This is an optimization exercise on Yosys and OpenROAD, whose aim is small area, a short achievable clock period and few clock cycles, not a production implementation. Where RTL was checked, it was by simulation tests only, not by an equivalence proof against the original. Function not checked in run 8: the RTL went through the layout flow alone. In every run shown here, the design's own scripts or RTL, not TritonCTS, make the clock network. The flow treats the clock pin as an ideal source. Dropping or thinning the clock tree relies on that and would not hold on a real chip. Power figures rest on the tool's default switching activity, not on a simulated workload.

--- config.mk ---
export PLATFORM = sky130hd
export DESIGN_NAME = STI_DAC
export DESIGN_NICKNAME = STI_DAC
export VERILOG_FILES = /design/flow/design.v
export SDC_FILE = /design/flow/constraint.sdc
export NUM_CORES = 4
export LEC_CHECK = 0
export CAP_MARGIN = 20
export CORE_MARGIN = 2
export CORE_UTILIZATION = 50
export PLACE_DENSITY = 0.75
export SETUP_SLACK_MARGIN = 2.1
export SLEW_MARGIN = 20
--- constraint.sdc ---
create_clock -name core_clock -period 4.0 [get_ports {clk}]
set_input_delay 0.8000 -clock core_clock [delete_from_list [all_inputs] [get_ports {clk}]]
set_output_delay 0.8000 -clock core_clock [all_outputs]
set_load 0.01 [all_outputs]
--- design.v ---
module STI_DAC(clk ,reset, load, pi_data, pi_length, pi_fill, pi_msb, pi_low, pi_end,
	       so_data, so_valid,
	       oem_finish, oem_dataout, oem_addr,
	       odd1_wr, odd2_wr, odd3_wr, odd4_wr, even1_wr, even2_wr, even3_wr, even4_wr);
input		clk, reset;
input		load, pi_msb, pi_low, pi_end;
input	[15:0]	pi_data;
input	[1:0]	pi_length;
input		pi_fill;
output		so_data;
output		so_valid;
output		odd1_wr, odd2_wr, odd3_wr, odd4_wr, even1_wr, even2_wr, even3_wr, even4_wr;
output	reg	oem_finish;
output	[4:0]	oem_addr;
output	[7:0]	oem_dataout;
reg		busy;		 
reg	[2:0]	idx;		 
reg		hi;		 
reg		zero;		 
reg		be;		 
reg		msb_r;		 
reg	[7:0]	shift;		 
reg	[5:0]	pix;		 
reg	[3:1]	bge;		 
reg		wr_odd;		 
reg		wr_even;	 
reg		wr_data;	 
reg		zen;		 
wire off = pi_length[1] & (pi_msb ^ pi_fill);	 
reg zero0, hi0;					 
always @(*) begin
	case (pi_length)
	2'd0: begin zero0 = 1'b0; hi0 = pi_low; end
	2'd1: begin zero0 = 1'b0; hi0 = pi_msb; end
	2'd2: begin zero0 = off; hi0 = off ^ pi_msb; end	 
	default: begin zero0 = off; hi0 = pi_msb; end		 
	endcase
end
wire k1 = hi ^ pi_msb;
wire last_byte = (pi_length == 2'd0)
	| (~zero & k1 & ((pi_length == 2'd1) | off))		 
	| (zero & ~off & (pi_length == 2'd2) & ~k1)		 
	| (zero & ~off & (pi_length == 2'd3) & k1);		 
wire first_bit = ~zero0 & (pi_msb ? (hi0 ? pi_data[15] : pi_data[7])
				  : (hi0 ? pi_data[8] : pi_data[0]));
wire next_bit = ~zero & pi_data[{hi, idx}];
wire byte_end = be;
wire last = byte_end & last_byte;
always @(posedge clk or posedge reset) begin
	if (reset) begin
		busy <= 1'b0;
		be <= 1'b0;
	end else begin
		busy <= load | (busy & ~last);
		be <= busy & (idx == (msb_r ? 3'd1 : 3'd6));
	end
end
wire [2:0] idx_up = idx + 3'd1;
wire [2:0] idx_dn = idx - 3'd1;
always @(posedge clk) begin
	msb_r <= pi_msb;
	if (load) idx <= pi_msb ? 3'd6 : 3'd1;
	else idx <= msb_r ? idx_dn : idx_up;
	if (load) begin
		zero <= zero0;
		hi <= hi0;
	end else if (byte_end) begin
		zero <= zero ^ k1;
		hi <= ~hi;
	end
	shift <= {shift[6:0], load ? first_bit : next_bit};
end
assign so_data = shift[0];
wire pix_ev = pix[3] ^ pix[0];
wire fill = pi_end & ~bge[1] & ~(wr_odd | wr_even);
wire slot = byte_end | fill;
always @(posedge clk or posedge reset) begin
	if (reset) begin
		pix <= 6'd0;
		bge <= 3'd0;
		wr_odd <= 1'b0;
		wr_even <= 1'b0;
		wr_data <= 1'b0;
		oem_finish <= 1'b0;
	end else begin
		wr_odd <= slot & ~pix_ev;
		wr_even <= slot & pix_ev;
		wr_data <= byte_end;
		bge <= bge | ({bge[2:1], 1'b1} & {3{(wr_odd | wr_even) & (pix == 6'd63)}});
		pix <= pix + {5'd0, wr_odd | wr_even};
		oem_finish <= pi_end & bge[1];
	end
end
always @(posedge clk)
	zen <= ~byte_end & (load | busy | pi_end);
assign odd1_wr  = wr_odd & ~bge[1];
assign even1_wr = wr_even & ~bge[1];
assign odd2_wr  = bge[1] ? wr_odd & ~bge[2] : zen;
assign even2_wr = bge[1] ? wr_even & ~bge[2] : zen;
assign odd3_wr  = bge[2] ? wr_odd & ~bge[3] : zen;
assign even3_wr = bge[2] ? wr_even & ~bge[3] : zen;
assign odd4_wr  = bge[3] ? wr_odd : zen;
assign even4_wr = bge[3] ? wr_even : zen;
assign oem_addr = pix[5:1];
assign so_valid = busy | wr_data;
assign oem_dataout = shift & {8{wr_data}};
endmodule
--- flow/run.sh ---
#!/bin/bash
# Standard synthesis and layout, with plain buf_1 port buffers, free cell
# sizing, and a single clock buffer in place of the clock tree (pre_cts.tcl).
set -euo pipefail
here=$(pwd)
bash standard.sh synth > synth.log 2>&1
bash standard.sh 'BUFFER_PORTS_ARGS=-buffer_cell sky130_fd_sc_hd__buf_1' MATCH_CELL_FOOTPRINT=0 "PRE_CTS_TCL=$here/flow/pre_cts.tcl" finish > layout.log 2>&1
--- flow/pre_cts.tcl ---
# Clock tree: one clkbuf_16, placed at the centre of the registers, drives
# every register's clock pin (the design has about 30 registers). This
# replaces ORFS's two-level H-tree; all registers still see the same clock.
set block [ord::get_db_block]
set clknet [$block findNet clk]
set sinks {}
set sx 0
set sy 0
foreach it [$clknet getITerms] {
  set inst [$it getInst]
  set box [$inst getBBox]
  set sx [expr {$sx + ([$box xMin] + [$box xMax]) / 2}]
  set sy [expr {$sy + ([$box yMin] + [$box yMax]) / 2}]
  lappend sinks $it
}
set n [llength $sinks]
puts "pre_cts: $n clock sinks"
set master [[ord::get_db] findMaster sky130_fd_sc_hd__clkbuf_16]
set buf [odb::dbInst_create $block $master clkbuf_root]
set leaf [odb::dbNet_create $block clknet_root]
$leaf setSigType CLOCK
foreach it $sinks {
  $it disconnect
  $it connect $leaf
}
[$buf findITerm A] connect $clknet
[$buf findITerm X] connect $leaf
$buf setLocation [expr {$sx / $n}] [expr {$sy / $n}]
$buf setPlacementStatus PLACED
set_propagated_clock [all_clocks]
# the tree is built; skip ORFS's clock tree synthesis
proc clock_tree_synthesis {args} { puts "pre_cts: clock_tree_synthesis skipped" }
--- standard.sh ---
#!/bin/bash
# synth_recipe.tcl (not shown) runs the flow's synth.tcl, then flattens the netlist and writes it again
# the make line also repeats each setting of config.mk as NAME=value (left out here)
make -C /OpenROAD-flow-scripts/flow DESIGN_CONFIG=/design/flow/config.mk WORK_HOME=/design/flow/orfs CLKGATE_MAP_FILE= SYNTH_SCRIPT=/design/flow/synth_recipe.tcl "${@:-finish}"
==> summary.txt, run 1 <==
Final layout
  • Post-layout instance area: 0.00172 mm^2
  • Ratio of cells with drive above 1 in the final layout: 0.0885
  • Fin nets: between 200 and 250
  • Layout area overhead: 14.5%
  • # diodes: 0
  • Final non-filler cell total: about 220

Global route
  • GRT Total Usage: 0.162
  • Initial antenna violation count: 0
  • First-pass GRT wire length: approximately 4600 um
  • Vias in the first global route: ~1,100
  • Total gr overflow: 0
  • Largest net degree at the start of global routing: 31

Routing
  • Total iterations of the first detailed-routing run: 15
  • Detailed Route Iter0 Violations: 30
  • Routed wl met3: roughly 130 um
  • Wire per inst: 12.5 um
  • Met1 wire length: about 1100 um
  • Remaining antenna violation count: 0
  • Final wirelength: around 2800 um
  • Via count: around 1,200
  • Vias per cell: 5.31
  • Top Metal Used: met4
  • DRC: 0
  • Met2 Wirelength: ~1500 um

Synthesis
  • Synthesized Nets: 178
  • Cell Area, Synth: about 0.0015 mm^2
  • Post-synth top cells: dfrtp_1 (15), dfxtp_1 (13), nand2_1 (11)
  • Yosys top cell area share: 0.251
  • Avg Cell Area, Syn: just over 10 um^2
  • Most common flop cell mapped by yosys: dfrtp_1
  • Post-synthesis sequential area ratio: 0.464
  • Synth Register Bits: 30
  • Synth area leaders: dfrtp_1 (25%), dfxtp_1 (17%), mux2i_1 (6.0%), edfxtp_1 (4.0%), and2_1 (3.8%)
  • Ys Warns: 1
  • Post-synth cell types: 33
  • Fraction of registers with async set/reset: 0.500
  • Post-synth EDFFs: 2
  • Mapped Cells: between 100 and 150
  • Cell taking the most area after synthesis: dfrtp_1
  • Count leader, synth: dfrtp_1

Power and ir drop
  • Clock power share: 0.146
  • Sequential share of power: 0.545
  • P_leak: ~0.00078 uW
  • Power Dens Cells: ~480 mW/mm^2
  • Switching share of power: 0.338
  • Comb power frac: 0.309
  • Worst vdd ir: roughly 0.00024 V
  • NetSw: about 280 uW
  • P_int: 545 uW

Timing
  • Fmax: 537 MHz
  • Hold Violations, Final: 0
  • Slew HR: 0.632
  • Worst setup margin: between 2 and 2.5 ns
  • Final setup vio count: 0
  • Worst-margin pin slew: about 0.55 ns
  • Fin crit share: 0.465
  • RSZ-0062 raised after global routing: true
  • Max-slew violation count: 0
  • Clk_skew: 0.00243 ns
  • Setup TNS: 0 ns
  • Fin crit period: approximately 1.9 ns
  • Minimum hold slack: around 0.35 ns

Place
  • Port Buffers: 48
  • Placed cell areas: between 0.0015 and 0.002 mm^2
  • Dpl ws: 1.87 ns
  • Inst Count DP: 219
  • Routability-driven placement congestion ratio: ~0.8
  • HPWL Detailed: around 2300 um

Critical path
  • Type of origin of the critical path: register
  • Critical path arrival: ~1.1 ns
  • CP bufs+invs: 1
  • CP max stage delay: 0.44 ns
  • CP top delay family: flip-flops
  • Critical path peak fanout: 5
  • Worst endpoint required time: 3.20 ns
  • Cells along the critical path: nor2b_4, a21o_1, buf_1
  • Crit Path Class: reg -> out
  • CP Capture Type: output pin
  • Slowest CP cell: dfrtp_1
  • R2R Setup Slk: roughly 2.3 ns

CTS
  • Hold Buf Count CTS: 0
  • Worst skew pair latency: 0.17 ns
  • Clock slew at reported path FFs: 0.11 ns

Floorplan
  • Row cnt: 19
  • Die Ht: 58.7 um
  • I/O pin count: 49
  • Starting density of the core: 0.534
  • Die X: 58.7 um
  • Total die area: 0.00345 mm^2
  • Core area: approximately 0.0028 mm^2

Min path
  • Class of the worst hold path: reg -> reg

Flow run
  • Max_cap viols: 0

Status
  • Status: timing/DRC/antenna clean
[power by group through the flow]
stage | clock (uW) | sequential [uW] | combinational, uW
final | 120 | 449 | 254
after global routing | 135 | 463 | 289
after CTS | 123 | 452 | 253
after detailed placement | 0 | 460 | 248
after global placement | 0 | 453 | 236
after floorplan | 0 | 436 | 219
[logic make-up (layout without fill, tap and decap cells)]
group | count (synthesis) | in the layout | synth area share
AOI/OAI and AO/OA | 22 | 22 | 0.0919
muxes | 11 | 11 | 0.0902
buffers and inverters | 17 | 61 | 0.0660
and+or+nand+nor | 54 | 54 | 0.188
adders and majority gates | 5 | 5 | 0.0468
xor gates and xnor gates | 9 | 9 | 0.0526
DFF | 30 | 30 | 0.464
[layer usage]
metal,GRT usage,vias up
met5,0,-
met4,0.00649,0
met3,0.00879,2
met2,0.332,29
met1,0.191,574
li1,-,579
[cell type report]
cell class              instances  area, um^2
multi-input cells             101         713
well taps                      31        38.8
fillers                       260        1090
repair buffers                 51         208
flip-flops and latches         30         697
plain buffers                   1        25.0
inverters                       9        33.8
[worst paths after layout]
path,startpoint,end,cells after the start
setup / recovery,bge[2]$_DFF_PP0_,even3_wr,3
hold / removal,shift[6]$_DFF_P_,shift[7]$_DFF_P_,0
setup reg to reg,idx[0]$_DFF_P_,shift[0]$_DFF_P_,4
hold reg to reg,shift[6]$_DFF_P_,shift[7]$_DFF_P_,0
max in group asynchronous,reset,wr_data$_DFF_PP0_,2
min in group asynchronous,reset,busy$_DFF_PP0_,2
[sequential cells by signal, summed over array words and instances, names as in the netlist]
name and cells:
be 1, bge 3, busy 1, hi 1, idx 3, msb_r 1, oem_finish 1, pix 6
shift 8, wr_data 1, wr_even 1, wr_odd 1, zen 1, zero 1
[worst register-to-register path, delay by kind of cell, from the launching register on]
family	cells	cell delay [ns]
compound gates	2	0.30
flops	1	0.61
mux	1	0.56
simple gates	1	0.10
[metrics by stage]
| step | utilization | power [uW] |
|---|---|---|
| 2_1_floorplan | - | 655 |
| 3_3_place_gp | 0.589 | 689 |
| 3_5_place_dp | 0.589 | 707 |
| 4_1_cts | 0.602 | 828 |
| 5_1_grt | 0.612 | 888 |
| 6_report | 0.612 | 824 |
[placed cells by master, fill, tap and decap left out, types with 2 or more instances in the layout]
master / n
dfrtp_1: 14
buf_4: 3
buf_1: 44
edfxtp_1: 2
a21o_1: 7
o21ai_0: 2
xor2_1: 5
clkbuf_2: 4
nand2_1: 11
dfxtp_1: 13
a21oi_1: 7
xnor2_1: 4
and2_1: 9
nand3_1: 5
inv_1: 8
nor2b_1: 7
or2_2: 3
o21ai_1: 2
nand4_1: 2
nand2b_1: 3
ha_1: 4
mux2i_1: 9
mux4_2: 2
nor2_1: 7
nor3_1: 2
[repair_timing]
| action | in CTS | in global routing |
|---|---|---|
| setup endpoints to repair | 3 | 6 |
| pin swaps | 0 | 1 |
| resized for setup | 2 | 7 |
| cloned | 0 | 0 |
| setup buffers | 1 | 2 |
Testbench counts, summed over its fixed seeds: cycles 10,845.
==> run 2, diff against run 1 <==
--- a/config.mk
+++ b/config.mk
@@ -7,7 +7,6 @@
 export LEC_CHECK = 0
 export CAP_MARGIN = 20
 export CORE_MARGIN = 2
-export CORE_UTILIZATION = 50
-export PLACE_DENSITY = 0.75
-export SETUP_SLACK_MARGIN = 2.1
+export CORE_UTILIZATION = 40
+export SETUP_SLACK_MARGIN = 2.25
 export SLEW_MARGIN = 20
==> run 2 against run 1 <==
  * Critical path depth unchanged
  * Synthesized cell count unchanged
  * Design area increased by 14%
  * Wire length increased by 1.1%
  * Combinational power increased by 12%
  * Die area increased by 23%
  * Cell count increased by 9.9%
  * Clock power about the same
  * Hold slack improved by 0.0019 ns
  * Sequential share of layout area decreased by 4.7 points
  * Core utilization decreased by 7.4 points
  * Highest routed layer unchanged
==> summary.txt, run 2 <==
Status
  • Status: timing/DRC/antenna clean

Critical path
  • R2R Setup Slk: between 2 and 2.5 ns
  • Critical path arrival: between 1 and 1.5 ns
  • CP top delay family: flip-flops
  • CP max stage delay: around 0.44 ns
  • Worst reg-to-reg path cell count: 4
  • CP bufs+invs: 1
  • FF-to-FF End: shift[0]$_DFF_P_
  • Worst endpoint required time: between 3 and 4 ns
  • Type of origin of the critical path: register
  • Worst r2r src: idx[0]$_DFF_P_
  • Critical path peak fanout: 5
  • Crit Path Class: reg -> out
  • Slowest CP cell: dfrtp_1
  • Cells along the critical path: nor2b_4, a21o_1, buf_2
  • CP Capture Type: output pin

Final layout
  • Fin nets: approximately 230
  • Register area: approximately 700 um^2
  • Fillers: approximately 330
  • Max reg flops: 8
  • # diodes: 0
  • Reg with most FFs: shift
  • Layout area overhead: 30.4%
  • Most common cell after layout, fill and taps aside: buf_1
  • Regs by FF count: shift: 8 flops, pix: 6 flops
  • Multi-input gate area: about 800 um^2
  • Ratio of cells with drive above 1 in the final layout: 0.284
  • Final non-filler cell total: about 250
  • Most frequent cells in the layout: buf_1 (30), dfrtp_1 (12), dfxtp_1 (11), buf_6 (11), nand2_1 (9)

Power and ir drop
  • Comb power frac: 0.332
  • P_leak: roughly 0.00088 uW
  • Power Dens Cells: between 400 and 500 mW/mm^2
  • P_int: roughly 580 uW
  • NetSw: around 280 uW
  • Worst vdd ir: about 0.00030 V
  • Total chip power: roughly 860 uW
  • Clock power share: 0.138
  • Sequential share of power: 0.530
  • Switching share of power: 0.329

Timing
  • Fin crit period: roughly 1.8 ns
  • Slew HR: 0.630
  • Final setup vio count: 0
  • Fin crit share: 0.457
  • Setup TNS: 0 ns
  • Hold Violations, Final: 0
  • Worst setup margin: roughly 2.2 ns
  • Worst-margin pin slew: about 0.55 ns
  • Max-slew violation count: 0
  • Fmax: 547 MHz
  • RSZ-0062 raised after global routing: true
  • Clk_skew: a little under 0.005 ns

Synthesis
  • Fraction of registers with async set/reset: 0.500
  • Post-synth EDFFs: 2
  • Post-synthesis sequential area ratio: 0.464
  • Synthesized Nets: 178
  • Count leader, synth: dfrtp_1
  • Ys Warns: 1
  • Synth area leaders: dfrtp_1 (25%), dfxtp_1 (17%), mux2i_1 (6.0%), edfxtp_1 (4.0%), and2_1 (3.8%)
  • Most common flop cell mapped by yosys: dfrtp_1
  • Yosys top cell area share: 0.251
  • Post-synth cell types: 33
  • Cell taking the most area after synthesis: dfrtp_1
  • Cell Area, Synth: between 0.001 and 0.0015 mm^2
  • Synth Register Bits: 30
  • Mapped Cells: ~150
  • Avg Cell Area, Syn: slightly above 10 um^2
  • Post-synth top cells: dfrtp_1 (15), dfxtp_1 (13), nand2_1 (11)

Place
  • HPWL Detailed: 2250 um
  • Routability-driven placement congestion ratio: roughly 0.81
  • Dpl ws: about 1.9 ns
  • Inst Count DP: about 240
  • Port Buffers: 48

Floorplan
  • I/O pin count: 49
  • Row cnt: 22
  • Die X: roughly 65 um
  • Core area: 0.00363 mm^2
  • Total die area: 0.00425 mm^2
  • Die Ht: 65.2 um
  • Starting density of the core: 0.412

Routing
  • Final wirelength: roughly 2800 um
  • Detailed Route Iter0 Violations: 16
  • DRC: 0
  • Vias per cell: approximately 4.8
  • Via count: 1,168
  • Total iterations of the first detailed-routing run: 4
  • Remaining antenna violation count: 0
  • Wire per inst: roughly 11 um

Global route
  • Largest net degree at the start of global routing: 31
  • Initial antenna violation count: 0
  • Vias in the first global route: between 1,000 and 1,500
  • First-pass GRT wire length: roughly 4500 um
  • GRT Total Usage: 0.128
  • Total gr overflow: 0

CTS
  • Clock slew at reported path FFs: approximately 0.11 ns
  • Hold Buf Count CTS: 0
  • Worst skew pair latency: around 0.17 ns

Min path
  • Hold depth: 0
  • Hold endpoint: shift[2]$_DFF_P_
  • Hold Startpoint: shift[1]$_DFF_P_
  • Class of the worst hold path: reg -> reg

Flow run
  • Max_cap viols: 0
## run 2: kinds of logic after synthesis
group,count (synthesis),share of synthesized area
simple gates,54,0.188
mux,11,0.0902
compound gates,22,0.0919
xor+xnor,9,0.0526
fa+ha+maj,5,0.0468
buf+inv,17,0.0660
flops,30,0.464
## run 2: per-stage QoR
stage | util | hold slack [ns] | area (um^2)
after floorplan | - | 0.323 | 1510
after global placement | 0.464 | 0.332 | 1690
after detailed placement | 0.464 | 0.331 | 1690
after CTS | 0.499 | 0.354 | 1810
after global routing | 0.538 | 0.356 | 1950
final | 0.538 | 0.356 | 1950
## run 2: worst max-delay path by stage
stage	cells after the start	endpoint	start	slack, ns
finish	3	odd3_wr	bge[2]$_DFF_PP0_	2.17
global route	3	even1_wr	bge[1]$_DFF_PP0_	2.13
CTS	3	odd3_wr	bge[2]$_DFF_PP0_	2.17
detailed placement	7	busy$_DFF_PP0_	pi_msb	1.93
global placement	7	busy$_DFF_PP0_	pi_msb	1.99
floorplan	6	busy$_DFF_PP0_	pi_msb	2.22
## run 2: layer usage
layer | wire length [um] | part of all wire | GRT usage
met3 | 90 | 0.032 | 0.00685
met4 | 19 | 0.0067 | 0.00781
met5 | 0 | 0 | 0
met1 | 1230 | 0.44 | 0.175
met2 | 1470 | 0.52 | 0.233
## run 2: worst reg2reg max path, stage by stage (launching register included)
cell and delay, ns:
dfxtp_2 0.49, mux4_2 0.55, nand4_1 0.10, o21ai_1 0.07
a211o_1 0.21
## run 2: power by group through the flow
stage               registers [uW]  logic (uW)  clock network [uW]
floorplan                      436         221                   0
finish                         456         285                 118
detailed placement             463         245                   0
global placement               456         241                   0
global route                   466         323                 134
CTS                            456         265                 124
## run 2: what timing repair did
action / in CTS / in global routing
cloned: 0 / 0
setup buffers: 7 / 1
resized for setup: 26 / 52
endpoints found under the setup margin: 10 / 18
pin swaps: 4 / 5
## run 2: final cells by class
class                           count  share of cell area
Multi-Input combinational cell    101               0.398
Sequential cell                    30               0.359
Timing Repair Buffer               56               0.181
Tap cell                           48              0.0307
Inverter                            9              0.0173
Buffer                              1              0.0128
==> run 3, diff against run 2 <==
--- a/config.mk
+++ b/config.mk
@@ -8,5 +8,4 @@
 export CAP_MARGIN = 20
 export CORE_MARGIN = 2
 export CORE_UTILIZATION = 40
-export SETUP_SLACK_MARGIN = 2.25
 export SLEW_MARGIN = 20
==> run 3 against run 2 <==
  * Still clean on timing, DRC and antenna
  * Hold slack got worse by 0.0016 ns
  * Design area decreased by 13%
  * Combinational power down 16%
  * Synthesized area did not move
  * Critical path type is now in -> reg
  * Largest cell class unchanged
==> summary.txt, run 3 <==
Timing
  • Clk_skew: between 0.002 and 0.003 ns
  • Setup TNS: 0 ns
  • Worst-margin pin slew: roughly 0.57 ns
  • Max-slew violation count: 0
  • Final setup vio count: 0
  • Fmax: between 500 and 600 MHz
  • Hold Violations, Final: 0
  • Fin crit share: 0.489
  • Worst setup margin: a little over 2 ns
  • RSZ-0062 raised after global routing: false
  • Fin crit period: roughly 2.0 ns
  • Slew HR: 0.617

Synthesis
  • Most common flop cell mapped by yosys: dfrtp_1
  • Cell Area, Synth: 0.00150 mm^2
  • Cell taking the most area after synthesis: dfrtp_1
  • Post-synthesis sequential area ratio: 0.464
  • Ys Warns: 1
  • Synthesized Nets: around 180
  • Mapped Cells: between 100 and 150
  • Post-synth top cells: dfrtp_1 (15), dfxtp_1 (13), nand2_1 (11)
  • Synth Register Bits: 30
  • Yosys top cell area share: 0.251
  • Count leader, synth: dfrtp_1
  • Post-synth cell types: 33
  • Fraction of registers with async set/reset: 0.500
  • Synth area leaders: dfrtp_1 (25%), dfxtp_1 (17%), mux2i_1 (6.0%), edfxtp_1 (4.0%), and2_1 (3.8%)
  • Post-synth EDFFs: 2
  • Avg Cell Area, Syn: a little over 10 um^2

Final layout
  • Reg with most FFs: shift
  • Max reg flops: 8
  • Layout area overhead: 13.4%
  • # diodes: 0
  • Ratio of cells with drive above 1 in the final layout: 0.0317
  • Regs by FF count: shift: 8 flops, pix: 6 flops
  • Most common cell after layout, fill and taps aside: buf_1
  • Fin nets: between 200 and 250
  • Most frequent cells in the layout: buf_1 (48), dfrtp_1 (15), dfxtp_1 (13), nand2_1 (11)

Floorplan
  • Starting density of the core: 0.412
  • Die Ht: roughly 65 um
  • I/O pin count: 49
  • Die X: 65.2 um
  • Total die area: around 0.0042 mm^2
  • Row cnt: 22
  • Core area: 0.00363 mm^2

Global route
  • GRT Total Usage: 0.125
  • First-pass GRT wire length: 4420 um
  • Total gr overflow: 0
  • Largest net degree at the start of global routing: 31
  • Initial antenna violation count: 0
  • Vias in the first global route: around 990

Critical path
  • Worst endpoint required time: 4.07 ns
  • Crit Path Class: in -> reg
  • Critical path peak fanout: 7
  • Type of origin of the critical path: input pin
  • R2R Setup Slk: 2.36 ns
  • CP Capture Type: register
  • Critical path arrival: between 2 and 2.5 ns

Place
  • Routability-driven placement congestion ratio: 0.809
  • HPWL Detailed: roughly 2200 um
  • Port Buffers: 48
  • Dpl ws: between 1.5 and 2 ns

CTS
  • Hold Buf Count CTS: 0
  • Clock slew at reported path FFs: approximately 0.1 ns
  • Postcts setup bufs: 0
  • Worst skew pair latency: around 0.16 ns
  • Post_cts resized: 0

Routing
  • Vias per cell: 4.78
  • Remaining antenna violation count: 0
  • Final wirelength: approximately 2600 um
  • DRC: 0
  • Total iterations of the first detailed-routing run: 4
  • Via count: about 1,100
  • Detailed Route Iter0 Violations: 28
  • Wire per inst: 11.1 um

Power and ir drop
  • P_leak: 0.000753 uW
  • Power Dens Cells: 475 mW/mm^2
  • Comb power frac: 0.296
  • Worst vdd ir: 0.000251 V
  • NetSw: 269 uW
  • Sequential share of power: 0.559
  • P_int: around 540 uW
  • Switching share of power: 0.333
  • Clock power share: 0.145

Flow run
  • Max_cap viols: 0

Min path
  • Class of the worst hold path: reg -> reg

Status
  • Status: timing/DRC/antenna clean
run 3: cell type report:
class | instances | area, um^2
Buffer | 1 | 25.0
Fill cell | 371 | 1940
Inverter | 9 | 33.8
Multi-Input combinational cell | 101 | 703
Sequential cell | 30 | 696
Tap cell | 48 | 60.1
Timing Repair Buffer | 48 | 180
run 3: metrics by stage:
stage | utilization | instances | hold WS (ns) | power, uW | instance area (um^2)
after floorplan | - | 148 | 0.323 | 655 | 1500
after CTS | 0.467 | 237 | 0.358 | 821 | 1700
after global routing | 0.467 | 237 | 0.363 | 875 | 1700
after global placement | 0.460 | 236 | 0.331 | 695 | 1670
after detailed placement | 0.460 | 236 | 0.335 | 704 | 1670
final | 0.467 | 237 | 0.354 | 807 | 1700
run 3: power groups by stage:
stage / logic, uW / registers [uW] / clock network, uW
2_1_floorplan: 219 / 436 / 0
5_1_grt: 272 / 467 / 136
3_3_place_gp: 239 / 456 / 0
6_report: 239 / 451 / 117
3_5_place_dp: 244 / 461 / 0
4_1_cts: 245 / 454 / 122
run 3: layer usage:
| layer | track usage | vias to the layer above | wire length, um | part of all wire |
|---|---|---|---|---|
| li1 | - | 576 | - | - |
| met1 | 0.171 | 531 | 1220 | 0.47 |
| met2 | 0.223 | 25 | 1270 | 0.48 |
| met3 | 0.0137 | 2 | 115 | 0.044 |
| met4 | 0.00781 | 0 | 14 | 0.0053 |
| met5 | 0 | - | 0 | 0 |
run 3: final timing paths:
path	endpoint	from	depth (start not counted)
setup / recovery	busy$_DFF_PP0_	pi_msb	7
hold / removal	shift[6]$_DFF_P_	shift[5]$_DFF_P_	0
setup reg to reg	shift[0]$_DFF_P_	idx[0]$_DFF_P_	4
hold reg to reg	shift[6]$_DFF_P_	shift[5]$_DFF_P_	0
max in group asynchronous	bge[3]$_DFF_PP0_	reset	2
min in group asynchronous	pix[2]$_DFF_PP0_	reset	2
run 3: worst max-delay path, stage by stage:
cell     delay (ns)
buf_1          0.30
xor2_1         0.25
ha_1           0.20
nor2b_1        0.05
o21ai_0        0.17
o21ai_1        0.08
a21o_1         0.17
run 3: cells by family after synthesis:
| logic type | after synthesis | synth area share |
|---|---|---|
| fa+ha+maj | 5 | 0.0468 |
| simple gates | 54 | 0.188 |
| buf+inv | 17 | 0.0660 |
| flops | 30 | 0.464 |
| mux | 11 | 0.0902 |
| xor+xnor | 9 | 0.0526 |
| compound gates | 22 | 0.0919 |
==> run 4, diff against run 3 <==
--- a/config.mk
+++ b/config.mk
@@ -8,4 +8,5 @@
 export CAP_MARGIN = 20
 export CORE_MARGIN = 2
 export CORE_UTILIZATION = 40
+export SETUP_SLACK_MARGIN = 2.2
 export SLEW_MARGIN = 20
==> run 4 against run 3 <==
  * Still clean on timing, DRC and antenna
  * Die area is the same
  * Setup slack gained 0.11 ns
  * Core utilization grew 7.3 points
  * Via count grew 7.7%
  * Wire length grew 20%
  * Total power grew 7.9%
  * Critical path depth shrank 4
  * Hold slack gained 0.0025 ns
  * Global-route usage grew 1.6 points
  * Synthesized cell count is the same
  * Critical path type is now reg -> out
  * Largest cell class unchanged
  * Largest power group unchanged
==> summary.txt, run 4 <==
Synthesis
  • Post-synth top cells: dfrtp_1 (15), dfxtp_1 (13), nand2_1 (11)
  • Post-synth EDFFs: 2
  • Mapped Cells: between 100 and 150
  • Count leader, synth: dfrtp_1
  • Synth Register Bits: 30
  • Post-synthesis sequential area ratio: 0.464
  • Yosys top cell area share: 0.251
  • Cell Area, Synth: 0.00150 mm^2
  • Most common flop cell mapped by yosys: dfrtp_1
  • Cell taking the most area after synthesis: dfrtp_1
  • Synthesized Nets: 178
  • Avg Cell Area, Syn: a little over 10 um^2
  • Ys Warns: 1
  • Post-synth cell types: 33
  • Synth area leaders: dfrtp_1 (25%), dfxtp_1 (17%), mux2i_1 (6.0%), edfxtp_1 (4.0%), and2_1 (3.8%)
  • Fraction of registers with async set/reset: 0.500

Timing
  • Hold Violations, Final: 0
  • Fmax: 541 MHz
  • Fin crit period: 1.85 ns
  • RSZ-0062 raised after global routing: true
  • Minimum hold slack: approximately 0.36 ns
  • Max-slew violation count: 0
  • Fin crit share: 0.462
  • Final setup vio count: 0
  • Worst-margin pin slew: roughly 0.57 ns
  • Worst setup margin: ~2.2 ns
  • Setup TNS: 0 ns
  • Slew HR: 0.618
  • Clk_skew: roughly 0.0029 ns

Routing
  • Wire per inst: 12.5 um
  • Via count: about 1,200
  • Met1 wire length: ~1400 um
  • Total iterations of the first detailed-routing run: 4
  • Top Metal Used: met3
  • Remaining antenna violation count: 0
  • Vias per cell: around 4.8
  • DRC: 0
  • Final wirelength: around 3200 um
  • Met2 Wirelength: ~1700 um
  • Routed wl met3: approximately 88 um
  • Detailed Route Iter0 Violations: 17

Global route
  • Vias in the first global route: roughly 1,100
  • Largest net degree at the start of global routing: 31
  • GRT Total Usage: 0.141
  • First-pass GRT wire length: just under 5000 um
  • Total gr overflow: 0
  • Initial antenna violation count: 0

Final layout
  • Most frequent cells in the layout: buf_1 (31), buf_4 (15), dfxtp_1 (13), nand2_1 (11), dfrtp_1 (11)
  • Fin nets: around 240
  • Fillers: 342
  • # diodes: 0
  • Reg with most FFs: shift
  • Max reg flops: 8
  • Regs by FF count: shift: 8 flops, pix: 6 flops
  • Layout area overhead: 31.2%
  • Ratio of cells with drive above 1 in the final layout: 0.283
  • Most common cell after layout, fill and taps aside: buf_1
  • Final non-filler cell total: 253

Place
  • Routability-driven placement congestion ratio: around 0.77
  • HPWL Detailed: between 2000 and 2500 um
  • Dpl ws: about 1.9 ns
  • Port Buffers: 48
  • Inst Count DP: approximately 240

Critical path
  • Cells along the critical path: buf_4, nor2b_1, buf_2
  • CP Capture Type: output pin
  • Critical path arrival: between 1 and 1.5 ns
  • R2R Setup Slk: about 2.3 ns
  • Crit Path Class: reg -> out
  • CP max stage delay: approximately 0.46 ns
  • Slowest CP cell: dfrtp_2
  • Type of origin of the critical path: register
  • Worst endpoint required time: approximately 3.2 ns
  • Critical path peak fanout: 5

CTS
  • Worst skew pair latency: 0.17 ns
  • Hold Buf Count CTS: 0
  • Clock slew at reported path FFs: between 0.1 and 0.15 ns

Floorplan
  • Core area: 0.00363 mm^2
  • Row cnt: 22
  • Die X: about 65 um
  • Starting density of the core: 0.412
  • Die Ht: around 65 um
  • I/O pin count: 49
  • Total die area: ~0.0042 mm^2

Power and ir drop
  • Power Dens Cells: 443 mW/mm^2
  • P_leak: 0.000901 uW
  • Worst vdd ir: approximately 0.00027 V

Min path
  • Class of the worst hold path: reg -> reg

Flow run
  • Max_cap viols: 0

Status
  • Status: timing/DRC/antenna clean
-- run 4: cell counts after synthesis --
No cell type changed its count.
-- run 4: critical path: cells and delay by family (launching register included) --
kind	cells	cell delay (ns)
and+or+nand+nor	1	0.12
buffers and inverters	2	0.30
DFF	1	0.46
-- run 4: layer usage --
metal,GRT usage,vias up
li1,-,608
met1,0.184,589
met2,0.273,24
met3,0.00685,0
met4,0.00260,0
met5,0,-
-- run 4: path summary, 6_finish.rpt --
check	start	depth (start not counted)	to
max	bge[1]$_DFF_PP0_	3	even1_wr
min	shift[2]$_DFF_P_	0	shift[3]$_DFF_P_
max reg2reg	bge[1]$_DFF_PP0_	11	wr_even$_DFF_PP0_
min reg2reg	shift[2]$_DFF_P_	0	shift[3]$_DFF_P_
max in group asynchronous	reset	2	busy$_DFF_PP0_
min in group asynchronous	reset	2	pix[2]$_DFF_PP0_
-- run 4: what timing repair did --
| item | 4_1_cts | 5_1_grt |
|---|---|---|
| setup endpoints to repair | 7 | 19 |
| gates cloned | 0 | 0 |
| pin swaps | 3 | 4 |
| resized for setup | 16 | 46 |
| setup buffers | 13 | 3 |
-- run 4: power breakdown --
group	switching, uW	internal, uW	total, uW
clock network	73.1	46.5	120
registers	76.0	380	456
logic	145	151	296
-- run 4: cell families (layout without fill, tap and decap cells) --
| family | after synthesis | after routing | synth area share |
|---|---|---|---|
| buf+inv | 17 | 74 | 0.0660 |
| mux | 11 | 11 | 0.0902 |
| fa+ha+maj | 5 | 5 | 0.0468 |
| flops | 30 | 30 | 0.464 |
| xor+xnor | 9 | 9 | 0.0526 |
| compound gates | 22 | 22 | 0.0919 |
| simple gates | 54 | 54 | 0.188 |
-- run 4: stage by stage --
step | cell area [um^2] | utilization | power [uW]
6_report | 1960 | 0.541 | 871
5_1_grt | 1960 | 0.541 | 935
4_1_cts | 1830 | 0.505 | 847
3_5_place_dp | 1690 | 0.464 | 711
3_3_place_gp | 1690 | 0.464 | 697
2_1_floorplan | 1510 | - | 657
-- run 4: cell type report --
cell class	instances	area, um^2	area share
Sequential cell	30	701	0.357
Buffer	1	25.0	0.0127
Inverter	9	33.8	0.0172
Tap cell	48	60.1	0.0306
Timing Repair Buffer	64	378	0.192
Multi-Input combinational cell	101	767	0.390
==> run 5, diff against run 4 <==
--- a/config.mk
+++ b/config.mk
@@ -8,5 +8,5 @@
 export CAP_MARGIN = 20
 export CORE_MARGIN = 2
 export CORE_UTILIZATION = 40
-export SETUP_SLACK_MARGIN = 2.2
+export SETUP_SLACK_MARGIN = 2.05
 export SLEW_MARGIN = 20
==> run 5 against run 4 <==
  * Setup slack lost 0.033 ns
  * Cell count shrank 5.9%
  * First-iteration DRC count grew 65%
  * Flip-flop and latch count is the same
  * Die area is the same
  * Clock skew is essentially flat
  * Core utilization shrank 7.0 points
  * Critical path depth is the same
  * Via count shrank 6.0%
  * Clock power is essentially flat
  * Sequential share of layout area grew 5.1 points
  * Synthesized cell count is the same
  * Largest cell class unchanged
==> summary.txt, run 5 <==
Synthesis
  • Avg Cell Area, Syn: approximately 10 um^2
  • Post-synth top cells: dfrtp_1 (15), dfxtp_1 (13), nand2_1 (11)
  • Fraction of registers with async set/reset: 0.500
  • Post-synth cell types: 33
  • Yosys top cell area share: 0.251
  • Cell taking the most area after synthesis: dfrtp_1
  • Mapped Cells: 148
  • Synth area leaders: dfrtp_1 (25%), dfxtp_1 (17%), mux2i_1 (6.0%), edfxtp_1 (4.0%), and2_1 (3.8%)
  • Cell Area, Synth: roughly 0.0015 mm^2
  • Most common flop cell mapped by yosys: dfrtp_1
  • Count leader, synth: dfrtp_1
  • Synth Register Bits: 30
  • Post-synthesis sequential area ratio: 0.464
  • Post-synth EDFFs: 2
  • Synthesized Nets: ~180
  • Ys Warns: 1

Critical path
  • FF-to-FF End: shift[0]$_DFF_P_
  • Critical path peak fanout: 5
  • CP bufs+invs: 1
  • Levels on crit path: 3
  • Worst reg-to-reg path cell count: 4
  • Worst endpoint required time: between 3 and 4 ns
  • Cells along the critical path: nor2b_1, a21o_1, buf_1
  • Type of origin of the critical path: register
  • R2R Setup Slk: between 2 and 2.5 ns
  • CP top delay family: flip-flops
  • Worst r2r src: idx[0]$_DFF_P_
  • CP Capture Type: output pin
  • Slowest CP cell: dfrtp_1
  • Critical path arrival: between 1 and 1.5 ns
  • CP max stage delay: 0.44 ns
  • Crit Path Class: reg -> out

Floorplan
  • Die Ht: 65.2 um
  • I/O pin count: just under 50
  • Die X: around 65 um
  • Row cnt: 22
  • Total die area: roughly 0.0042 mm^2
  • Starting density of the core: 0.412
  • Core area: between 0.003 and 0.004 mm^2

Routing
  • Vias per cell: just under 5
  • Wire per inst: about 11 um
  • Remaining antenna violation count: 0
  • DRC: 0
  • Final wirelength: around 2600 um
  • Detailed Route Iter0 Violations: 28
  • Via count: roughly 1,100
  • Total iterations of the first detailed-routing run: 4

Place
  • HPWL Detailed: 2220 um
  • Routability-driven placement congestion ratio: 0.809
  • Port Buffers: between 40 and 50

Global route
  • Initial antenna violation count: 0
  • GR Util met1: 0.171
  • Vias in the first global route: approximately 1,000
  • GRT Max-Usage Layer: met2
  • Met3 Track Usage GR: 0.0137
  • Largest net degree at the start of global routing: 31
  • Met2 Use GR: 0.223
  • GRT Total Usage: 0.125
  • Total gr overflow: 0
  • First-pass GRT wire length: between 4000 and 5000 um

Final layout
  • Fillers: between 300 and 400
  • Regs by FF count: shift: 8 flops, pix: 6 flops
  • Layout area overhead: 14.2%
  • Fin nets: about 220
  • Reg with most FFs: shift
  • Ratio of cells with drive above 1 in the final layout: 0.0526
  • Most frequent cells in the layout: buf_1 (47), dfrtp_1 (14), dfxtp_1 (13), nand2_1 (11)
  • Most common cell after layout, fill and taps aside: buf_1
  • # diodes: 0
  • Max reg flops: 8

Timing
  • Clk_skew: slightly below 0.003 ns
  • Fmax: 531 MHz
  • Max-slew violation count: 0
  • Final setup vio count: 0
  • Slew HR: 0.620
  • Fin crit share: 0.471
  • Worst-margin pin slew: between 0.5 and 0.6 ns
  • Setup TNS: 0 ns
  • Hold Violations, Final: 0
  • Fin crit period: ~1.9 ns
  • RSZ-0062 raised after global routing: true

Status
  • Status: timing/DRC/antenna clean

CTS
  • Hold Buf Count CTS: 0
  • Clock slew at reported path FFs: ~0.10 ns
  • Worst skew pair latency: around 0.16 ns

Power and ir drop
  • P_leak: around 0.00076 uW
  • Total chip power: ~800 uW
  • Clock power share: 0.145
  • Switching share of power: 0.333
  • Comb power frac: 0.297
  • Power Dens Cells: between 400 and 500 mW/mm^2
  • P_int: between 500 and 600 uW
  • Worst vdd ir: 0.000252 V
  • Sequential share of power: 0.557
  • NetSw: 269 uW

Min path
  • Hold depth: 0
  • Class of the worst hold path: reg -> reg
  • Hold endpoint: shift[6]$_DFF_P_
  • Hold Startpoint: shift[5]$_DFF_P_

Flow run
  • Max_cap viols: 0
-- run 5: cell counts after synthesis --
Identical to the previous run, type by type.
-- run 5: layout make-up --
class,instances,area (um^2),area share
flip-flops and latches,30,697,0.407
inverters,9,33.8,0.0198
well taps,48,60.1,0.0351
repair buffers,49,189,0.110
plain buffers,1,25.0,0.0146
multi-input cells,101,706,0.413
-- run 5: worst max-delay path by stage --
stage	startpoint	end	slack, ns
after floorplan	pi_msb	busy$_DFF_PP0_	2.15
after global placement	pi_msb	busy$_DFF_PP0_	1.95
after detailed placement	pi_msb	busy$_DFF_PP0_	1.87
after CTS	pi_msb	busy$_DFF_PP0_	2.06
after global routing	bge[2]$_DFF_PP0_	odd3_wr	2.04
final	bge[2]$_DFF_PP0_	odd3_wr	2.12
-- run 5: cell families after synthesis --
group,share of synthesized area
AO/OA/AOI/OAI,0.0919
multiplexers,0.0902
buffers and inverters,0.0660
XOR/XNOR,0.0526
flip-flops,0.464
AND/OR/NAND/NOR,0.188
adder cells (fa/ha/maj),0.0468
-- run 5: routing by layer --
metal,up-vias,part of all wire
met4,0,0.0054
met2,29,0.49
met5,-,0
met3,2,0.051
li1,579,-
met1,538,0.45
-- run 5: worst reg2reg max path, delay by kind of cell, from the launching register on --
| kind | cells | cell delay [ns] |
|---|---|---|
| simple gates | 1 | 0.10 |
| compound gates | 2 | 0.29 |
| flops | 1 | 0.62 |
| mux | 1 | 0.56 |
-- run 5: timing repair --
action / in CTS / in global routing
setup endpoints to repair: 0 / 3
setup buffers: 0 / 1
gates resized for setup: 0 / 3
-- run 5: power by group through the flow --
stage | Clock (uW) | Sequential (uW) | Combinational, uW
3_5_place_dp | 0 | 461 | 244
3_3_place_gp | 0 | 456 | 239
6_report | 117 | 451 | 240
4_1_cts | 122 | 454 | 245
5_1_grt | 136 | 467 | 274
2_1_floorplan | 0 | 436 | 219
-- run 5: through the flow --
step / hold WS (ns) / utilization / worst slack (ns) / instance area [um^2] / std cells
5_1_grt: 0.363 / 0.471 / 2.04 / 1710 / 238
3_3_place_gp: 0.331 / 0.460 / 1.95 / 1670 / 236
6_report: 0.354 / 0.471 / 2.12 / 1710 / 238
2_1_floorplan: 0.323 / - / 2.15 / 1500 / 148
3_5_place_dp: 0.335 / 0.460 / 1.87 / 1670 / 236
4_1_cts: 0.358 / 0.467 / 2.06 / 1700 / 237
==> run 6, diff against run 5 <==
--- a/config.mk
+++ b/config.mk
@@ -8,5 +8,5 @@
 export CAP_MARGIN = 20
 export CORE_MARGIN = 2
 export CORE_UTILIZATION = 40
-export SETUP_SLACK_MARGIN = 2.05
+export SETUP_SLACK_MARGIN = 2.15
 export SLEW_MARGIN = 20
==> run 6 against run 5 <==
  * First-iteration DRC count shrank 39%
  * Sequential power is essentially flat
  * Maximum frequency grew 2.5%
  * Critical endpoint is now even3_wr
  * Clock skew is essentially flat
  * Synthesized area is the same
  * Highest routed layer unchanged
  * Still clean
==> summary.txt, run 6 <==
Routing
  • Via count: about 1,100
  • Total iterations of the first detailed-routing run: 4
  • DRC: 0
  • Detailed Route Iter0 Violations: 17
  • Final wirelength: 2630 um
  • Vias per cell: approximately 4.7
  • Wire per inst: 10.8 um
  • Remaining antenna violation count: 0

Global route
  • Met2 Use GR: 0.213
  • GRT Total Usage: 0.122
  • Initial antenna violation count: 0
  • Total gr overflow: 0
  • Met3 Track Usage GR: 0.0103
  • GRT Max-Usage Layer: met2
  • Vias in the first global route: approximately 1,000
  • Largest net degree at the start of global routing: 31
  • GR Util met1: 0.175
  • First-pass GRT wire length: roughly 4400 um

Power and ir drop
  • Switching share of power: 0.330
  • Sequential share of power: 0.550
  • Clock power share: 0.141
  • Power Dens Cells: about 460 mW/mm^2
  • Comb power frac: 0.309
  • P_int: 549 uW
  • NetSw: roughly 270 uW
  • P_leak: ~0.0008 uW
  • Worst vdd ir: 0.000208 V

Min path
  • Hold depth: 0
  • Hold Startpoint: shift[6]$_DFF_P_
  • Class of the worst hold path: reg -> reg
  • Hold endpoint: shift[7]$_DFF_P_

Synthesis
  • Most common flop cell mapped by yosys: dfrtp_1
  • Post-synth top cells: dfrtp_1 (15), dfxtp_1 (13), nand2_1 (11)
  • Post-synth cell types: 33
  • Count leader, synth: dfrtp_1
  • Cell Area, Synth: approximately 0.0015 mm^2
  • Synth Register Bits: 30
  • Post-synth EDFFs: 2
  • Mapped Cells: between 100 and 150
  • Cell taking the most area after synthesis: dfrtp_1
  • Yosys top cell area share: 0.251
  • Post-synthesis sequential area ratio: 0.464
  • Synthesized Nets: around 180
  • Ys Warns: 1
  • Avg Cell Area, Syn: 10.1 um^2
  • Synth area leaders: dfrtp_1 (25%), dfxtp_1 (17%), mux2i_1 (6.0%), edfxtp_1 (4.0%), and2_1 (3.8%)
  • Fraction of registers with async set/reset: 0.500

Floorplan
  • Starting density of the core: 0.412
  • Die Ht: around 65 um
  • Row cnt: 22
  • Total die area: 0.00425 mm^2
  • I/O pin count: 49
  • Die X: 65.2 um
  • Core area: 0.00363 mm^2

Timing
  • Clk_skew: roughly 0.0034 ns
  • Fin crit period: roughly 1.8 ns
  • Slew HR: 0.632
  • Fin crit share: 0.459
  • Max-slew violation count: 0
  • Hold Violations, Final: 0
  • RSZ-0062 raised after global routing: true
  • Worst-margin pin slew: around 0.55 ns
  • Final setup vio count: 0
  • Setup TNS: 0 ns
  • Fmax: around 540 MHz

Final layout
  • Max reg flops: 8
  • Most frequent cells in the layout: buf_1 (40), dfrtp_1 (14), dfxtp_1 (13), nand2_1 (11)
  • Regs by FF count: shift: 8 flops, pix: 6 flops
  • # diodes: 0
  • Layout area overhead: 18.3%
  • Ratio of cells with drive above 1 in the final layout: 0.128
  • Most common cell after layout, fill and taps aside: buf_1
  • Core Util, Final: 0.488
  • Reg with most FFs: shift
  • Fin nets: around 230

CTS
  • Hold Buf Count CTS: 0
  • Clock slew at reported path FFs: 0.10 ns
  • Worst skew pair latency: ~0.16 ns

Flow run
  • Max_cap viols: 0

Critical path
  • CP Capture Type: output pin
  • FF-to-FF End: shift[0]$_DFF_P_
  • Critical path arrival: 1.04 ns
  • Type of origin of the critical path: register
  • Worst reg-to-reg path cell count: 4
  • Worst r2r src: idx[0]$_DFF_P_
  • Worst endpoint required time: between 3 and 4 ns
  • R2R Setup Slk: roughly 2.4 ns
  • Critical path peak fanout: 5
  • Crit Path Class: reg -> out

Place
  • HPWL Detailed: 2180 um
  • Routability-driven placement congestion ratio: slightly above 0.8
  • Port Buffers: 48

Status
  • Status: timing/DRC/antenna clean
-- run 6: worst max-delay path, stage by stage (launching register included) --
cell and delay, ns:
dfrtp_1 0.44, nor2b_4 0.15, a21o_1 0.17, clkbuf_2 0.12
-- run 6: timing repair --
| item | 4_1_cts | 5_1_grt |
|---|---|---|
| gates resized for setup | 1 | 16 |
| endpoints found under the hold margin | 0 | 0 |
| cloned | 0 | 0 |
| buffers inserted | 4 | 2 |
| pin swaps | 0 | 3 |
| setup endpoints to repair | 6 | 9 |
-- run 6: cell families (layout without fill, tap and decap cells) --
logic type      count (synthesis)  in the layout  synth area share
compound gates                 22             22            0.0919
xor+xnor                        9              9            0.0526
fa+ha+maj                       5              5            0.0468
buf+inv                        17             64            0.0660
flops                          30             30             0.464
mux                            11             11            0.0902
simple gates                   54             54             0.188
-- run 6: layer usage --
| metal | vias up | part of all wire |
|---|---|---|
| li1 | 586 | - |
| met1 | 528 | 0.46 |
| met2 | 27 | 0.48 |
| met3 | 2 | 0.048 |
| met4 | 0 | 0.0030 |
| met5 | - | 0 |
-- run 6: power groups by stage --
stage               registers [uW]  clock network (uW)  logic [uW]
floorplan                      436                   0         219
global placement               456                   0         239
detailed placement             460                   0         242
CTS                            452                 124         252
global route                   463                 131         291
finish                         451                 116         254
-- run 6: final cells by class --
type,instances,area [um^2]
Sequential cell,30,697
Buffer,1,25.0
Multi-Input combinational cell,101,721
Tap cell,48,60.1
Timing Repair Buffer,54,235
Fill cell,371,1860
Inverter,9,33.8
-- run 6: per-stage QoR --
| stage | total power [uW] | instance area, um^2 | setup slack (ns) | hold WS (ns) | instances |
|---|---|---|---|---|---|
| finish | 820 | 1770 | 2.16 | 0.351 | 243 |
| global route | 886 | 1770 | 2.12 | 0.365 | 243 |
| CTS | 828 | 1730 | 2.11 | 0.353 | 241 |
| detailed placement | 703 | 1670 | 1.89 | 0.329 | 236 |
| global placement | 695 | 1670 | 1.97 | 0.331 | 236 |
| floorplan | 655 | 1500 | 2.18 | 0.323 | 148 |
-- run 6: worst max-delay path by stage --
stage | from | to | slack, ns | cells after the start
final | bge[2]$_DFF_PP0_ | even3_wr | 2.16 | 3
after global routing | bge[2]$_DFF_PP0_ | even3_wr | 2.12 | 3
after CTS | bge[1]$_DFF_PP0_ | even2_wr | 2.11 | 4
after detailed placement | pi_msb | busy$_DFF_PP0_ | 1.89 | 7
after global placement | pi_msb | busy$_DFF_PP0_ | 1.97 | 7
after floorplan | pi_msb | busy$_DFF_PP0_ | 2.18 | 6
==> run 7, diff against run 6 <==
--- a/config.mk
+++ b/config.mk
@@ -8,5 +8,5 @@
 export CAP_MARGIN = 20
 export CORE_MARGIN = 2
 export CORE_UTILIZATION = 40
-export SETUP_SLACK_MARGIN = 2.15
+export SETUP_SLACK_MARGIN = 2.1
 export SLEW_MARGIN = 20
==> run 7 against run 6 <==
  * Cell count decreased by 1.6%
  * Clock power about the same
  * Die area unchanged
  * First-iteration DRC count increased by 59%
  * Via count increased by 0.79%
  * Critical endpoint is now even2_wr
==> summary.txt, run 7 <==
Global route
  • GRT Total Usage: 0.125
  • Largest net degree at the start of global routing: 31
  • Total gr overflow: 0
  • First-pass GRT wire length: 4420 um
  • Initial antenna violation count: 0
  • Vias in the first global route: around 990

Critical path
  • CP max stage delay: around 0.45 ns
  • Slowest CP cell: dfrtp_2
  • CP top delay family: flip-flops
  • R2R Setup Slk: 2.35 ns
  • CP Capture Type: output pin
  • Type of origin of the critical path: register
  • Critical path arrival: 1.05 ns
  • Worst endpoint required time: between 3 and 4 ns
  • CP bufs+invs: 2
  • Critical path peak fanout: 6
  • Crit Path Class: reg -> out
  • Cells along the critical path: inv_1, nor2_2, a21o_1, clkbuf_2

Floorplan
  • Die X: between 60 and 70 um
  • Row cnt: 22
  • Total die area: roughly 0.0042 mm^2
  • Core area: roughly 0.0036 mm^2
  • Die Ht: approximately 65 um
  • Starting density of the core: 0.412
  • I/O pin count: slightly below 50

Synthesis
  • Synth area leaders: dfrtp_1 (25%), dfxtp_1 (17%), mux2i_1 (6.0%), edfxtp_1 (4.0%), and2_1 (3.8%)
  • Ys Warns: 1
  • Fraction of registers with async set/reset: 0.500
  • Simple-Gate Fraction of Synth Area: 0.188
  • Cell taking the most area after synthesis: dfrtp_1
  • Synth Area in XOR/XNOR: 0.0526
  • Mux cell area share after synthesis: 0.0902
  • Yosys top cell area share: 0.251
  • Largest family of logic cells by synthesized area: simple AND/OR/NAND/NOR gates
  • Count leader, synth: dfrtp_1
  • Post-synth cell types: 33
  • Cell Area, Synth: roughly 0.0015 mm^2
  • Synth Register Bits: 30
  • Most common flop cell mapped by yosys: dfrtp_1
  • Post-synthesis sequential area ratio: 0.464
  • Post-synth EDFFs: 2
  • Adder-cell share of the synthesized area: 0.0468
  • Compound-gate portion of the synthesized area: 0.0919
  • Avg Cell Area, Syn: 10.1 um^2
  • Synthesized Nets: 178
  • Mapped Cells: about 150
  • Post-synth top cells: dfrtp_1 (15), dfxtp_1 (13), nand2_1 (11)

Timing
  • Setup TNS: 0 ns
  • Final setup vio count: 0
  • Clk_skew: about 0.0047 ns
  • Max-slew violation count: 0
  • RSZ-0062 raised after global routing: true
  • Hold Violations, Final: 0
  • Fin crit share: 0.462
  • Worst-margin pin slew: roughly 0.57 ns
  • Fmax: between 500 and 600 MHz
  • Fin crit period: 1.85 ns
  • Slew HR: 0.620

Power and ir drop
  • Comb power frac: 0.303
  • NetSw: around 270 uW
  • P_leak: 0.000768 uW
  • Worst vdd ir: roughly 0.00025 V
  • Clock power share: 0.144
  • Total chip power: between 800 and 900 uW
  • Sequential share of power: 0.554
  • Power Dens Cells: around 470 mW/mm^2
  • Switching share of power: 0.332
  • P_int: 543 uW

Place
  • Inst Count DP: roughly 240
  • Port Buffers: 48
  • Placed cell areas: between 0.0015 and 0.002 mm^2
  • Routability-driven placement congestion ratio: between 0.8 and 0.9
  • HPWL Detailed: roughly 2200 um

Min path
  • Class of the worst hold path: reg -> reg

Final layout
  • Register area: between 600 and 700 um^2
  • Fillers: 368
  • Regs by FF count: shift: 8 flops, pix: 6 flops
  • Multi-input gate area: between 700 and 800 um^2
  • Reg with most FFs: shift
  • Most frequent cells in the layout: buf_1 (45), dfxtp_1 (13), dfrtp_1 (12), nand2_1 (11)
  • Fin nets: ~220
  • Max reg flops: 8
  • # diodes: 0
  • Final non-filler cell total: ~240
  • Most common cell after layout, fill and taps aside: buf_1
  • Post-layout instance area: around 0.0017 mm^2
  • Ratio of cells with drive above 1 in the final layout: 0.0890
  • Layout area overhead: 16.0%

Routing
  • Total iterations of the first detailed-routing run: 4
  • Vias per cell: about 4.8
  • DRC: 0
  • Via count: 1,152
  • Wire per inst: 11.0 um
  • Detailed Route Iter0 Violations: 27
  • Remaining antenna violation count: 0
  • Final wirelength: between 2000 and 3000 um

CTS
  • Hold Buf Count CTS: 0
  • Clock slew at reported path FFs: ~0.1 ns
  • Worst skew pair latency: approximately 0.17 ns

Status
  • Status: timing/DRC/antenna clean

Flow run
  • Max_cap viols: 0
## run 7: power groups by stage
stage / combinational (uW) / clock, uW / sequential [uW]
after global routing: 280 / 136 / 466
after floorplan: 219 / 0 / 436
after global placement: 239 / 0 / 456
final: 246 / 117 / 450
after CTS: 245 / 122 / 454
after detailed placement: 244 / 0 / 461
## run 7: final cells by class
cell class              count  area share
plain buffers               1      0.0144
inverters                   9      0.0194
multi-input cells         101       0.415
flip-flops and latches     30       0.402
well taps                  48      0.0346
repair buffers             50       0.114
## run 7: what timing repair did
item / in CTS / in global routing
buffers inserted: 0 / 2
endpoints found under the setup margin: 3 / 6
gates resized for setup: 2 / 8
## run 7: metrics by stage
stage / hold slack (ns) / utilization / setup WS, ns
finish: 0.354 / 0.478 / 2.15
floorplan: 0.323 / - / 2.15
global route: 0.363 / 0.478 / 2.08
detailed placement: 0.335 / 0.460 / 1.87
CTS: 0.358 / 0.468 / 2.11
global placement: 0.331 / 0.460 / 1.95
## run 7: worst paths after layout
kind / to / depth (start not counted) / start
setup reg to reg: shift[0]$_DFF_P_ / 4 / idx[0]$_DFF_P_
min in group asynchronous: pix[2]$_DFF_PP0_ / 2 / reset
hold / removal: shift[6]$_DFF_P_ / 0 / shift[5]$_DFF_P_
max in group asynchronous: wr_data$_DFF_PP0_ / 2 / reset
hold reg to reg: shift[6]$_DFF_P_ / 0 / shift[5]$_DFF_P_
setup / recovery: even2_wr / 4 / bge[1]$_DFF_PP0_
## run 7: cell families after synthesis
family | Yosys count
xor+xnor | 9
fa+ha+maj | 5
mux | 11
compound gates | 22
buf+inv | 17
flops | 30
simple gates | 54
## run 7: worst register-to-register path, cell delays in order (launching register included)
cell and delay (ns):
dfxtp_1 0.61, mux4_2 0.56, nand4_1 0.10, o21ai_1 0.07, a211o_1 0.22
## run 7: layer usage
layer / up-vias / wire length [um] / global-route usage
li1: 580 / - / -
met3: 2 / 137 / 0.0137
met4: 0 / 14 / 0.00781
met2: 29 / 1280 / 0.223
met5: - / 0 / 0
met1: 541 / 1190 / 0.171
==> run 8, diff against run 7 <==
--- a/design.v
+++ b/design.v
@@ -92,7 +92,7 @@
 	end
 end
 always @(posedge clk)
-	zen <= ~byte_end & (load | busy | pi_end);
+	zen <= ~byte_end;
 assign odd1_wr  = wr_odd & ~bge[1];
 assign even1_wr = wr_even & ~bge[1];
 assign odd2_wr  = bge[1] ? wr_odd & ~bge[2] : zen;
==> run 8 against run 7 <==
  * Register-to-register slack is essentially flat
  * Flip-flop and latch count is the same
  * First-iteration DRC count shrank 11%
  * Cell count grew 0.42%
  * Critical path depth shrank 1
  * Core utilization is essentially flat
  * Largest power group unchanged
==> summary.txt, run 8 <==
Flow run
  • Max_cap viols: 0

Routing
  • Detailed Route Iter0 Violations: 24
  • Total iterations of the first detailed-routing run: 2
  • DRC: 0
  • Remaining antenna violation count: 0
  • Via count: between 1,000 and 1,500
  • Wire per inst: between 10 and 15 um
  • Final wirelength: between 2000 and 3000 um
  • Vias per cell: slightly below 5

Place
  • HPWL Detailed: roughly 2300 um
  • Routability-driven placement congestion ratio: about 0.81
  • Inst Count DP: 235
  • Placed cell areas: approximately 0.0017 mm^2
  • Port Buffers: 48
  • Dpl ws: roughly 1.9 ns

Timing
  • Max-slew violation count: 0
  • Fmax: between 500 and 600 MHz
  • Fin crit share: 0.462
  • Setup TNS: 0 ns
  • Worst-margin pin slew: 0.548 ns
  • RSZ-0062 raised after global routing: true
  • Clk_skew: approximately 0.007 ns
  • Worst setup margin: 2.15 ns
  • Final setup vio count: 0
  • Fin crit period: 1.85 ns
  • Hold Violations, Final: 0
  • Slew HR: 0.634

Synthesis
  • Post-synth cell types: 34
  • Synth Register Bits: 30
  • Avg Cell Area, Syn: 10.1 um^2
  • Post-synthesis sequential area ratio: 0.467
  • Synthesized Nets: between 150 and 200
  • Post-synth top cells: dfrtp_1 (15), dfxtp_1 (13), nand2_1 (12)
  • Most common flop cell mapped by yosys: dfrtp_1
  • Fraction of registers with async set/reset: 0.500
  • Yosys top cell area share: 0.252
  • Cell taking the most area after synthesis: dfrtp_1
  • Mapped Cells: 147
  • Ys Warns: 1
  • Post-synth EDFFs: 2
  • Cell Area, Synth: roughly 0.0015 mm^2
  • Synth area leaders: dfrtp_1 (25%), dfxtp_1 (17%), mux2i_1 (6.0%), edfxtp_1 (4.0%), and2_1 (3.8%)
  • Count leader, synth: dfrtp_1

Final layout
  • Regs by FF count: shift: 8 flops, pix: 6 flops
  • # diodes: 0
  • Most frequent cells in the layout: buf_1 (43), dfrtp_1 (13), dfxtp_1 (13), nand2_1 (12)
  • Register area: about 700 um^2
  • Fillers: 387
  • Post-layout instance area: approximately 0.0017 mm^2
  • Reg with most FFs: shift
  • Ratio of cells with drive above 1 in the final layout: 0.0990
  • Final non-filler cell total: 240
  • Most common cell after layout, fill and taps aside: buf_1
  • Multi-input gate area: about 700 um^2
  • Fin nets: between 200 and 250
  • Max reg flops: 8
  • Layout area overhead: 16.7%

CTS
  • Hold Buf Count CTS: 0
  • Clock slew at reported path FFs: about 0.10 ns
  • Worst skew pair latency: approximately 0.17 ns

Critical path
  • Beginning of the critical path: bge[2]$_DFF_PP0_
  • Critical path arrival: 1.05 ns
  • Type of origin of the critical path: register
  • Worst r2r src: idx[0]$_DFF_P_
  • Worst endpoint required time: roughly 3.2 ns
  • Crit Path Class: reg -> out
  • CP Capture Type: output pin
  • Critical path peak fanout: 5

Status
  • Status: timing/DRC/antenna clean

Global route
  • Met2 Use GR: 0.278
  • GRT Total Usage: 0.137
  • GRT Max-Usage Layer: met2
  • Vias in the first global route: ~1,200
  • Largest net degree at the start of global routing: 31
  • GR Util met1: 0.159
  • Total gr overflow: 0
  • Met3 Track Usage GR: 0.0104
  • First-pass GRT wire length: 4840 um
  • Initial antenna violation count: 0

Floorplan
  • Die Ht: between 60 and 70 um
  • Row cnt: 22
  • Starting density of the core: 0.410
  • I/O pin count: between 40 and 50
  • Core area: around 0.0036 mm^2
  • Die X: 65.0 um
  • Total die area: 0.00423 mm^2

Min path
  • Class of the worst hold path: reg -> reg
  • Hold Startpoint: shift[2]$_DFF_P_

Power and ir drop
  • P_leak: 0.000781 uW
  • Worst vdd ir: around 0.00026 V
  • Power Dens Cells: between 400 and 500 mW/mm^2
run 8: path summary, 6_finish.rpt:
check                                   end  slack [ns]  cells after the start
max                                even3_wr        2.15                      3
min                        shift[3]$_DFF_P_        0.35                      0
max reg2reg                shift[0]$_DFF_P_        2.36                      4
min reg2reg                shift[3]$_DFF_P_        0.35                      0
max in group asynchronous  bge[1]$_DFF_PP0_        2.97                      2
min in group asynchronous  bge[3]$_DFF_PP0_        0.64                      2
run 8: per-stage QoR:
step           utilization  hold slack (ns)  power [uW]
6_report             0.479            0.352         818
3_5_place_dp         0.458            0.332         704
2_1_floorplan            -            0.323         652
4_1_cts              0.470            0.355         826
5_1_grt              0.479            0.363         891
3_3_place_gp         0.458            0.326         689
run 8: worst max-delay path: stages (launching register included):
cell	delay [ns]
dfrtp_1	0.44
nor2b_4	0.15
a21o_1	0.17
clkbuf_2	0.12
run 8: timing repair:
item | in CTS | in global routing
pin swaps | 0 | 0
endpoints found under the hold margin | 0 | 0
buffers inserted | 2 | 2
setup endpoints to repair | 3 | 5
gates resized for setup | 2 | 9
run 8: layer usage:
| layer | share of wire | routed length [um] |
|---|---|---|
| met5 | 0 | 0 |
| met4 | 0.012 | 32 |
| met3 | 0.049 | 133 |
| met2 | 0.52 | 1440 |
| met1 | 0.41 | 1140 |
run 8: logic make-up after synthesis:
logic type / after synthesis / synth area share
XOR/XNOR: 9 / 0.0529
AO/OA/AOI/OAI: 22 / 0.0924
adder cells (fa/ha/maj): 5 / 0.0470
multiplexers: 11 / 0.0907
flip-flops: 30 / 0.467
buffers and inverters: 18 / 0.0688
AND/OR/NAND/NOR: 52 / 0.181
run 8: where the power goes:
part	switching [uW]	internal, uW
logic	133	119
registers	70.3	379
clock network	70.5	46.4
run 8: layout make-up:
class,count,share of cell area
Sequential cell,30,0.401
Multi-Input combinational cell,99,0.404
Timing Repair Buffer,52,0.124
Inverter,10,0.0216
Buffer,1,0.0144
Tap cell,48,0.0345

-- re-timing with driven ports --
No port has a modelled driver above. Below, the same layouts with a new extraction and two added sets of constraints.
Step 1 (the two cells are an assumption about what drives the block):
set clk [get_ports {clk}]
set_driving_cell -lib_cell sky130_fd_sc_hd__clkbuf_16 $clk
set_driving_cell -lib_cell sky130_fd_sc_hd__buf_2 [delete_from_list [all_inputs] $clk]
Step 2 adds t to the input delays and takes it off the output delays; t is the mean of the earliest and latest rising clock arrival at the registers after step 1. Input paths then give back, and output paths get back, about the clock's delay inside the block.
Slacks: no drivers / after step 1 / after step 2; pairs: no drivers / after step 1.
| run | t, ns | setup slack, ns | clock arrival spread, ns | pins driven straight from the clock port |
|---|---|---|---|---|
| run 1 | 0.196 | 2.138 / 2.109 / 1.993 | 0.003 / 0.003 | 1 |
| run 2 | 0.196 | 2.173 / 2.142 / 2.095 | 0.005 / 0.005 | 1 |
| run 3 | 0.194 | 2.042 / 2.039 / 1.859 | 0.004 / 0.004 | 1 |
| run 4 | 0.194 | 2.151 / 2.122 / 2.066 | 0.004 / 0.003 | 1 |
| run 5 | 0.194 | 2.117 / 2.087 / 1.996 | 0.003 / 0.004 | 1 |
| run 6 | 0.189 | 2.163 / 2.135 / 2.056 | 0.004 / 0.004 | 1 |
| run 7 | 0.194 | 2.153 / 2.122 / 2.015 | 0.005 / 0.005 | 1 |
| run 8 | 0.192 | 2.151 / 2.122 / 2.017 | 0.007 / 0.008 | 1 |
After both steps every run listed still meets setup and hold. The setup slack of run 3, which loses most, moves by -0.003 ns with the drivers and by -0.183 ns with both steps.
